Context: an optimization exercise on an open-source flow, tuned for small area, a short achievable clock period and few clock cycles. The choices shown serve that exercise and are no tape-out recipe.
In this exercise RTL edits were held to simulation tests only and were not proved equivalent to the original.
Power is estimated from default activity; no workload was simulated.

Setup of lane 2:
// topmodule
module topmodule (
    input clk,
    input en,reset,
    output [31:0] imem_addr,
    input  [31:0] imem_rdata,
    output [31:0] dmem_addr,
    output [31:0] dmem_wdata,
    output dmem_we,
    input  [31:0] dmem_rdata,
    output halted
);
export LEC_CHECK = 0
export CAP_MARGIN = 20
export CORE_MARGIN = 2
export CORE_UTILIZATION = 40
export PLACE_DENSITY = 0.6
export SETUP_SLACK_MARGIN = 0.15
export SLEW_MARGIN = 20
export BUFFER_PORTS_ARGS = -buffer_cell sky130_fd_sc_hd__buf_2
export CTS_ARGS = -sink_clustering_enable -repair_clock_nets -dont_use_dummy_load
create_clock -name core_clock -period 5.5 [get_ports {clk}]
standard.sh (not shown) runs the stock make flow with config.mk's settings and CLKGATE_MAP_FILE= SYNTH_SCRIPT=/design/flow/synth_recipe.tcl, a recipe that flattens the netlist after the stock synthesis.
==> flow/flow/run.sh <==
#!/bin/bash
# Standard layout (the standard.sh, unchanged synthesis) with extra ORFS
# settings from flow/extra.mk appended to the config: plain buffers on the
# ports instead of the default delay-cell buffers, and no dummy loads in the
# clock tree.
set -euo pipefail
cat flow/extra.mk >> config.mk
bash standard.sh > standard.log 2>&1
==> flow/flow/extra.mk <==
export BUFFER_PORTS_ARGS = -buffer_cell sky130_fd_sc_hd__buf_2
export CTS_ARGS = -sink_clustering_enable -repair_clock_nets -dont_use_dummy_load
Testbench counts of lane 2, summed over its fixed seeds: cycles 73,073.
Input-level comparison between lane 5 and lane 2:
--- a/flow/design.v
+++ b/flow/design.v
@@ -74,27 +74,27 @@
             3'd0: taken2 = a2[31];
             3'd1: taken2 = ~a2[31];
             default: taken2 = (a2 == 32'd0);
         endcase
     end
     wire        redirect = v2 & ((ret2 & ~retd2) | (br2 & (taken2 ^ pred2)));
     wire [31:0] sp_s = ~v2 ? sp : (push2 | call2) ? spm4 : (pop2 | ret2) ? spp4 : sp;
     wire [31:0] sp_d = (wr2 && w2 == 5'd16) ? wd2 : sp_s;
-    wire [11:0] bhi   = b2[31:20];
+    wire [7:0]  bhi   = b2[31:24];
     wire        ainc  = ac2 & ~as2;
     wire        adec  = ~ac2 & as2;
-    reg  [11:0] aflip;
+    reg  [7:0]  aflip;
     integer k;
     always @(*) begin
-        for (k = 0; k < 12; k = k + 1)
-            aflip[k] = (ainc & (&(bhi | ~({12{1'b1}} >> (12 - k))))) |
-                       (adec & ~(|(bhi & ({12{1'b1}} >> (12 - k)))));
-    end
-    wire [31:0] maddr = {bhi ^ aflip, b2[19:0]};
+        for (k = 0; k < 8; k = k + 1)
+            aflip[k] = (ainc & (&(bhi | ~({8{1'b1}} >> (8 - k))))) |
+                       (adec & ~(|(bhi & ({8{1'b1}} >> (8 - k)))));
+    end
+    wire [31:0] maddr = {bhi ^ aflip, b2[23:0]};
     assign dmem_addr  = (ld2 | st2) ? maddr : (push2 | call2) ? sp : spp4;
     assign dmem_wdata = call2 ? b2 : a2;
     assign dmem_we    = en & v2 & (st2 | push2 | call2);
     assign imem_addr  = pc;
     assign halted     = halt_r;
     wire [31:0] ir = imem_rdata;
     wire [3:0]  op = ir[31:28];
     wire is_alur = (op == 4'd0);
@@ -123,18 +123,18 @@
     wire [31:0] rb_raw = rdraw(ir[22:18]);
     wire [31:0] ra = rdreg(ir[27:23], ra_raw);
     wire [31:0] rb = rdreg(ir[22:18], rb_raw);
     wire [4:0]  rbase = ir[27:23];
     wire [31:0] base  = rbase[4] ? sp : ra_raw;
     wire        fwd_a = (wr2 & (w2 == rbase)) | (rbase[4] & v2 & (push2 | pop2 | call2 | ret2));
     wire        hazard = is_mem & fwd_a;
     wire [31:0] imm   = {{18{ir[17]}}, ir[17:4]};
-    wire [20:0] alo   = {1'b0, base[19:0]} + {1'b0, imm[19:0]};
-    wire [31:0] addr1 = {base[31:20], alo[19:0]};
+    wire [24:0] alo   = {1'b0, base[23:0]} + {1'b0, imm[23:0]};
+    wire [31:0] addr1 = {base[31:24], alo[23:0]};
     wire [3:0]  f1    = (is_alur | is_alui) ? ir[3:0] : 4'd0;
     wire        use4  = (f1 == 4'd9) | (f1 == 4'd10);
     wire        sub1  = (f1 == 4'd1) | (f1 == 4'd10);
     wire [31:0] bsel  = use4 ? 32'd4 : is_alur ? rb : imm;
     wire [31:0] npc    = {inc30(pc[31:2]), pc[1:0]};
     wire [29:0] offs   = is_br ? {{11{ir[22]}}, ir[22:4]} : {{2{ir[27]}}, ir[27:0]};
     wire [30:0] t31    = {pc[31:2], 1'b1} + {offs, 1'b1};
     wire [31:0] tgt_j  = {t31[30:1], pc[1:0]};
@@ -171,17 +171,17 @@
             if (is_halt & ~redirect) halt_r <= 1'b1;
         end
     end
     always @(posedge clk) begin
         if (en) begin
             a2    <= (is_mem & ir[0]) ? rb : ra;
             b2    <= is_mem ? addr1 : (is_call | (bpred & ir[22])) ? npc : bpred ? tgt_b :
                      sub1 ? ~bsel : bsel;
-            ac2   <= alo[20];
+            ac2   <= alo[24];
             as2   <= ir[17];
             br2   <= bpred;
             pred2 <= ir[22];
             c2    <= ir[2:0];
             cin2  <= sub1;
             f2    <= f1;
             w2    <= w1;
             wen2  <= wen1;
### Flow results
- Lane 5 finished all stages; the layout is clean.
- | area share of and/or/nand/nor cells after synthesis | higher: lane 2 |
- Compared lane 2 against lane 5; synthesized-area fraction occupied by xor and xnor cells within noise.
- Compared with lane 2, lane 5 shows a layout-stage area growth over the synthesis result that is 0.59 points higher.
- Via total after detailed routing, lane 5 and lane 2: larger value in lane 5
- Cell area in lane 5 is 180 µm² higher than in lane 2
Testbench counts of lane 5, summed over its fixed seeds: cycles 73,073.

========
The RTL this note starts from:
==> flow/design.v <==
`timescale 1ns / 1ps
module topmodule (
    input clk,
    input en,reset,
    output [31:0] imem_addr,
    input  [31:0] imem_rdata,
    output [31:0] dmem_addr,
    output [31:0] dmem_wdata,
    output dmem_we,
    input  [31:0] dmem_rdata,
    output halted
);
    reg [31:0] pc;
    reg [31:0] sp;
    reg        halt_r;
    reg [31:0] regi [1:15];
    reg        v2;           
    reg [31:0] a2;           
    reg [31:0] b2;           
    reg        cin2;         
    reg [31:0] d2;           
    reg [31:0] t2;           
    reg [3:0]  f2;           
    reg [2:0]  c2;           
    reg [4:0]  w2;           
    reg        wen2;         
    reg        ld2, st2, br2, push2, pop2, call2, ret2;
    reg        pred2;        
    reg        retd2;        
    wire [32:0] sum33 = {a2, 1'b1} + {b2, cin2};
    wire [31:0] sum = sum33[32:1];
    reg [31:0] res;
    always @(*) begin
        case (f2)
            4'd0, 4'd1, 4'd9, 4'd10: res = sum;
            4'd2: res = a2 & b2;
            4'd3: res = a2 | b2;
            4'd4: res = a2 ^ b2;
            4'd5: res = ~a2;
            4'd6: res = b2[0] ? {a2[30:0], 1'b0} : a2;
            4'd7: res = b2[0] ? {a2[31], a2[31:1]} : a2;
            4'd8: res = b2[0] ? {1'b0, a2[31:1]} : a2;
            4'd11: res = a2;
            default: res = 32'd0;
        endcase
    end
    reg taken2;
    always @(*) begin
        case (c2)
            3'd7: taken2 = 1'b0;
            3'd0: taken2 = a2[31];
            3'd1: taken2 = ~a2[31];
            3'd2: taken2 = (a2 == 32'd0);
            default: taken2 = 1'b1;
        endcase
    end
    wire [31:0] spp4 = {sp[31:2] + 30'd1, sp[1:0]};
    wire [31:0] spm4 = {sp[31:2] - 30'd1, sp[1:0]};
    wire        ldw   = ld2 | pop2;
    wire [31:0] wd2   = ldw ? dmem_rdata : res;
    wire        wr2   = v2 & wen2;
    wire        redirect = v2 & ((br2 & (taken2 ^ pred2)) | (ret2 & ~retd2));
    wire [31:0] sp_s = ~v2 ? sp : (push2 | call2) ? spm4 : (pop2 | ret2) ? spp4 : sp;
    wire [31:0] sp_d = (wr2 && w2 == 5'd16) ? wd2 : sp_s;
    assign dmem_addr  = (ld2 | st2) ? b2 : (push2 | call2) ? sp : spp4;
    assign dmem_wdata = call2 ? t2 : push2 ? a2 : d2;
    assign dmem_we    = en & v2 & (st2 | push2 | call2);
    assign imem_addr  = pc;
    assign halted     = halt_r;
    wire [31:0] ir = imem_rdata;
    wire [3:0]  op = ir[31:28];
    wire is_alur = (op == 4'd0);
    wire is_alui = (op == 4'd1) || (op == 4'd8);
    wire is_mem  = (op == 4'd2);
    wire is_jmp  = (op == 4'd3);
    wire is_br   = (op == 4'd4);
    wire is_stk  = (op == 4'd5);
    wire is_call = (op == 4'd6);
    wire is_ret  = (op == 4'd7);
    wire is_halt = (op == 4'd9);
    function [31:0] rdreg(input [4:0] r);
        if (r[4]) rdreg = sp_d;
        else if (r[3:0] == 4'd0) rdreg = 32'd0;
        else if (wr2 && w2 == r) rdreg = wd2;
        else rdreg = regi[r[3:0]];
    endfunction
    wire [31:0] ra = rdreg(ir[27:23]);
    wire [31:0] rb = rdreg(ir[22:18]);
    wire [4:0]  rbase = ir[27:23];
    wire [31:0] base  = rbase[4] ? sp_s : (rbase[3:0] == 4'd0) ? 32'd0 : regi[rbase[3:0]];
    wire        hazard = is_mem & wr2 & (w2 == rbase);
    wire [31:0] imm   = {{18{ir[17]}}, ir[17:4]};
    wire [31:0] addr1 = base + imm;
    wire [3:0]  f1    = (is_alur | is_alui) ? ir[3:0] : 4'd0;
    wire        use4  = (f1 == 4'd9) | (f1 == 4'd10);
    wire        sub1  = (f1 == 4'd1) | (f1 == 4'd10);
    wire [31:0] bsel  = use4 ? 32'd4 : is_alur ? rb : imm;
    wire [31:0] npc    = {pc[31:2] + 30'd1, pc[1:0]};
    wire [30:0] tj31   = {pc[31:2], 1'b1} + {{2{ir[27]}}, ir[27:0], 1'b1};
    wire [30:0] tb31   = {pc[31:2], 1'b1} + {{11{ir[22]}}, ir[22:4], 1'b1};
    wire [31:0] tgt_j  = {tj31[30:1], pc[1:0]};
    wire [31:0] tgt_b  = {tb31[30:1], pc[1:0]};
    wire [4:0]  w1   = is_alur ? ir[17:13] : is_stk ? ir[27:23] : ir[22:18];
    wire        wen1 = is_alur | is_alui | (is_mem & ~ir[0]) | (is_stk & ir[0]);
    wire        bdyn = (ir[2:0] == 3'd0) | (ir[2:0] == 3'd1) | (ir[2:0] == 3'd2);
    wire        pt1  = is_br & (bdyn ? ir[22] : (ir[2:0] != 3'd7));
    wire        rfast = is_ret & ~(ld2 | st2 | push2 | pop2 | call2 | ret2) & ~(wr2 & w2 == 5'd16);
    always @(posedge clk) begin
        if (reset) begin
            pc <= 32'd0;
            v2 <= 1'b0;
            halt_r <= 1'b0;
        end else if (en && !halt_r) begin
            if (redirect) pc <= ret2 ? dmem_rdata : t2;
            else if (hazard | is_halt) pc <= pc;
            else if (rfast) pc <= dmem_rdata;
            else if (is_jmp | is_call) pc <= tgt_j;
            else if (pt1) pc <= tgt_b;
            else pc <= npc;
            v2 <= ~redirect & ~is_halt & ~hazard;
            if (is_halt & ~redirect) halt_r <= 1'b1;
        end
    end
    always @(posedge clk) begin
        if (en) begin
            a2    <= ra;
            b2    <= is_mem ? addr1 : sub1 ? ~bsel : bsel;
            cin2  <= sub1;
            d2    <= rb;
            t2    <= (is_call | pt1) ? npc : tgt_b;
            f2    <= f1;
            c2    <= ir[2:0];
            w2    <= w1;
            wen2  <= wen1;
            ld2   <= is_mem & ~ir[0];
            st2   <= is_mem & ir[0];
            br2   <= is_br;
            push2 <= is_stk & ~ir[0];
            pop2  <= is_stk & ir[0];
            call2 <= is_call;
            ret2  <= is_ret;
            pred2 <= pt1;
            retd2 <= rfast;
        end
    end
    always @(posedge clk) begin
        if (en && wr2 && w2[4] == 1'b0 && w2[3:0] != 4'd0) regi[w2[3:0]] <= wd2;
    end
    always @(posedge clk) begin
        if (reset) sp <= 32'd900;
        else if (en) sp <= sp_d;
    end
endmodule
clock: 5.5 ns
lec_check: 0
cap_margin: 20
core_margin: 2
core_utilization: 40
place_density: 0.6
slew_margin: 20
run.sh (not shown) runs the stock make flow with config.mk's settings and CLKGATE_MAP_FILE= SYNTH_SCRIPT=/design/flow/synth_recipe.tcl, a recipe that flattens the netlist after the stock synthesis.
Stock flow here: none of the scripts above is used.
Testbench counts at the start, summed over its fixed seeds: cycles 73,737.
Then changed:
--- a/flow/design.v
+++ b/flow/design.v
@@ -51,21 +51,25 @@
             3'd0: taken2 = a2[31];
             3'd1: taken2 = ~a2[31];
             3'd2: taken2 = (a2 == 32'd0);
             default: taken2 = 1'b1;
         endcase
     end
-    wire [31:0] spp4 = {sp[31:2] + 30'd1, sp[1:0]};
-    wire [31:0] spm4 = {sp[31:2] - 30'd1, sp[1:0]};
+    wire        spdec = push2 | call2;
+    wire [31:0] spn   = {sp[31:2] + {{29{spdec}}, 1'b1}, sp[1:0]};    
     wire        ldw   = ld2 | pop2;
     wire [31:0] wd2   = ldw ? dmem_rdata : res;
     wire        wr2   = v2 & wen2;
     wire        redirect = v2 & ((br2 & (taken2 ^ pred2)) | (ret2 & ~retd2));
-    wire [31:0] sp_s = ~v2 ? sp : (push2 | call2) ? spm4 : (pop2 | ret2) ? spp4 : sp;
-    wire [31:0] sp_d = (wr2 && w2 == 5'd16) ? wd2 : sp_s;
-    assign dmem_addr  = (ld2 | st2) ? b2 : (push2 | call2) ? sp : spp4;
+    reg [31:0] sp_d;
+    always @(*) begin
+        if (wr2 && w2 == 5'd16) sp_d = wd2;
+        else if (v2 & (push2 | call2 | pop2 | ret2)) sp_d = spn;
+        else sp_d = sp;
+    end
+    assign dmem_addr  = (ld2 | st2) ? sum : (push2 | call2) ? sp : spn;
     assign dmem_wdata = call2 ? t2 : push2 ? a2 : d2;
     assign dmem_we    = en & v2 & (st2 | push2 | call2);
     assign imem_addr  = pc;
     assign halted     = halt_r;
     wire [31:0] ir = imem_rdata;
     wire [3:0]  op = ir[31:28];
@@ -83,67 +87,61 @@
         else if (r[3:0] == 4'd0) rdreg = 32'd0;
         else if (wr2 && w2 == r) rdreg = wd2;
         else rdreg = regi[r[3:0]];
     endfunction
     wire [31:0] ra = rdreg(ir[27:23]);
     wire [31:0] rb = rdreg(ir[22:18]);
-    wire [4:0]  rbase = ir[27:23];
-    wire [31:0] base  = rbase[4] ? sp_s : (rbase[3:0] == 4'd0) ? 32'd0 : regi[rbase[3:0]];
-    wire        hazard = is_mem & wr2 & (w2 == rbase);
-    wire [31:0] imm   = {{18{ir[17]}}, ir[17:4]};
-    wire [31:0] addr1 = base + imm;
     wire [3:0]  f1    = (is_alur | is_alui) ? ir[3:0] : 4'd0;
     wire        use4  = (f1 == 4'd9) | (f1 == 4'd10);
     wire        sub1  = (f1 == 4'd1) | (f1 == 4'd10);
+    wire [31:0] imm   = {{18{ir[17]}}, ir[17:4]};
     wire [31:0] bsel  = use4 ? 32'd4 : is_alur ? rb : imm;
     wire [31:0] npc    = {pc[31:2] + 30'd1, pc[1:0]};
-    wire [30:0] tj31   = {pc[31:2], 1'b1} + {{2{ir[27]}}, ir[27:0], 1'b1};
-    wire [30:0] tb31   = {pc[31:2], 1'b1} + {{11{ir[22]}}, ir[22:4], 1'b1};
-    wire [31:0] tgt_j  = {tj31[30:1], pc[1:0]};
-    wire [31:0] tgt_b  = {tb31[30:1], pc[1:0]};
+    wire [29:0] off    = (is_jmp | is_call) ? {{2{ir[27]}}, ir[27:0]} : {{11{ir[22]}}, ir[22:4]};
+    wire [30:0] tgt31  = {pc[31:2], 1'b1} + {off, 1'b1};
+    wire [31:0] target = {tgt31[30:1], pc[1:0]};
     wire [4:0]  w1   = is_alur ? ir[17:13] : is_stk ? ir[27:23] : ir[22:18];
     wire        wen1 = is_alur | is_alui | (is_mem & ~ir[0]) | (is_stk & ir[0]);
+    wire        stop1 = is_halt & ~redirect;
     wire        bdyn = (ir[2:0] == 3'd0) | (ir[2:0] == 3'd1) | (ir[2:0] == 3'd2);
     wire        pt1  = is_br & (bdyn ? ir[22] : (ir[2:0] != 3'd7));
-    wire        rfast = is_ret & ~(ld2 | st2 | push2 | pop2 | call2 | ret2) & ~(wr2 & w2 == 5'd16);
+    wire        rfast = is_ret & ~(ld2 | st2 | push2 | pop2 | call2 | ret2) & ~(wr2 & w2 == 5'd16);    
     always @(posedge clk) begin
         if (reset) begin
             pc <= 32'd0;
             v2 <= 1'b0;
             halt_r <= 1'b0;
         end else if (en && !halt_r) begin
             if (redirect) pc <= ret2 ? dmem_rdata : t2;
-            else if (hazard | is_halt) pc <= pc;
             else if (rfast) pc <= dmem_rdata;
-            else if (is_jmp | is_call) pc <= tgt_j;
-            else if (pt1) pc <= tgt_b;
-            else pc <= npc;
-            v2 <= ~redirect & ~is_halt & ~hazard;
-            if (is_halt & ~redirect) halt_r <= 1'b1;
+            else if (is_jmp | is_call | pt1) pc <= target;
+            else if (!is_halt) pc <= npc;
+            v2 <= ~redirect & ~is_halt;
+            if (stop1) halt_r <= 1'b1;
         end
     end
     always @(posedge clk) begin
         if (en) begin
             a2    <= ra;
-            b2    <= is_mem ? addr1 : sub1 ? ~bsel : bsel;
+            b2    <= sub1 ? ~bsel : bsel;
             cin2  <= sub1;
             d2    <= rb;
-            t2    <= (is_call | pt1) ? npc : tgt_b;
+            t2    <= (is_call | pt1) ? npc : target;
+            pred2 <= pt1;
+            retd2 <= rfast;
             f2    <= f1;
             c2    <= ir[2:0];
             w2    <= w1;
             wen2  <= wen1;
             ld2   <= is_mem & ~ir[0];
             st2   <= is_mem & ir[0];
             br2   <= is_br;
             push2 <= is_stk & ~ir[0];
             pop2  <= is_stk & ir[0];
             call2 <= is_call;
             ret2  <= is_ret;
-            pred2 <= pt1;
-            retd2 <= rfast;
         end
     end
     always @(posedge clk) begin
         if (en && wr2 && w2[4] == 1'b0 && w2[3:0] != 4'd0) regi[w2[3:0]] <= wd2;
     end
     always @(posedge clk) begin
Combinational power rises by 12%.
Cell count falls by 9.4%.
Count of clock-buffer cells in the layout rises by 1.
Power rises by 1.5%.
Clock skew falls by 4.6 ps.
Fmax falls by 2.4%.
Testbench counts after the change, summed over its fixed seeds: cycles 73,723.

==> port drivers added, routing unchanged <==
The flow's constraints put no driver on any port. The routed layouts listed below were extracted and timed again, unchanged, in two steps.
Step 1 sets driving cells, clkbuf_16 on the clock port and buf_2 on the other inputs (assumed; they add their load-dependent delay and slew).
Step 2, shift: input delay + t, output delay - t, t = (earliest + latest rising clock arrival at the registers) / 2. This alone moves slack from input paths to output paths.
Three values: ideal, step 1, step 2; two values: the first two.
run | t (ns) | slack for setup (ns) | worst setup path after step 2 | worst register clock-pin slew, ns
lane 2 | 0.703 | 0.305 / 0.305 / -0.303 | input to register | 0.06 / 0.06
lane 5 | 0.680 | 0.148 / 0.148 / -0.304 | input to register | 0.06 / 0.06
the first run of note 2 | 0.726 | 0.257 / 0.238 / -0.489 | input to register | 0.07 / 0.07
the second run of note 2 | 0.710 | 0.126 / 0.055 / -0.136 | input to register | 0.07 / 0.07
With both steps, setup timing fails in every run listed, where it was met with ideal ports. For the first run of note 2, which loses most, drivers alone change the setup slack by -0.019 ns; drivers and shift together by -0.746 ns.
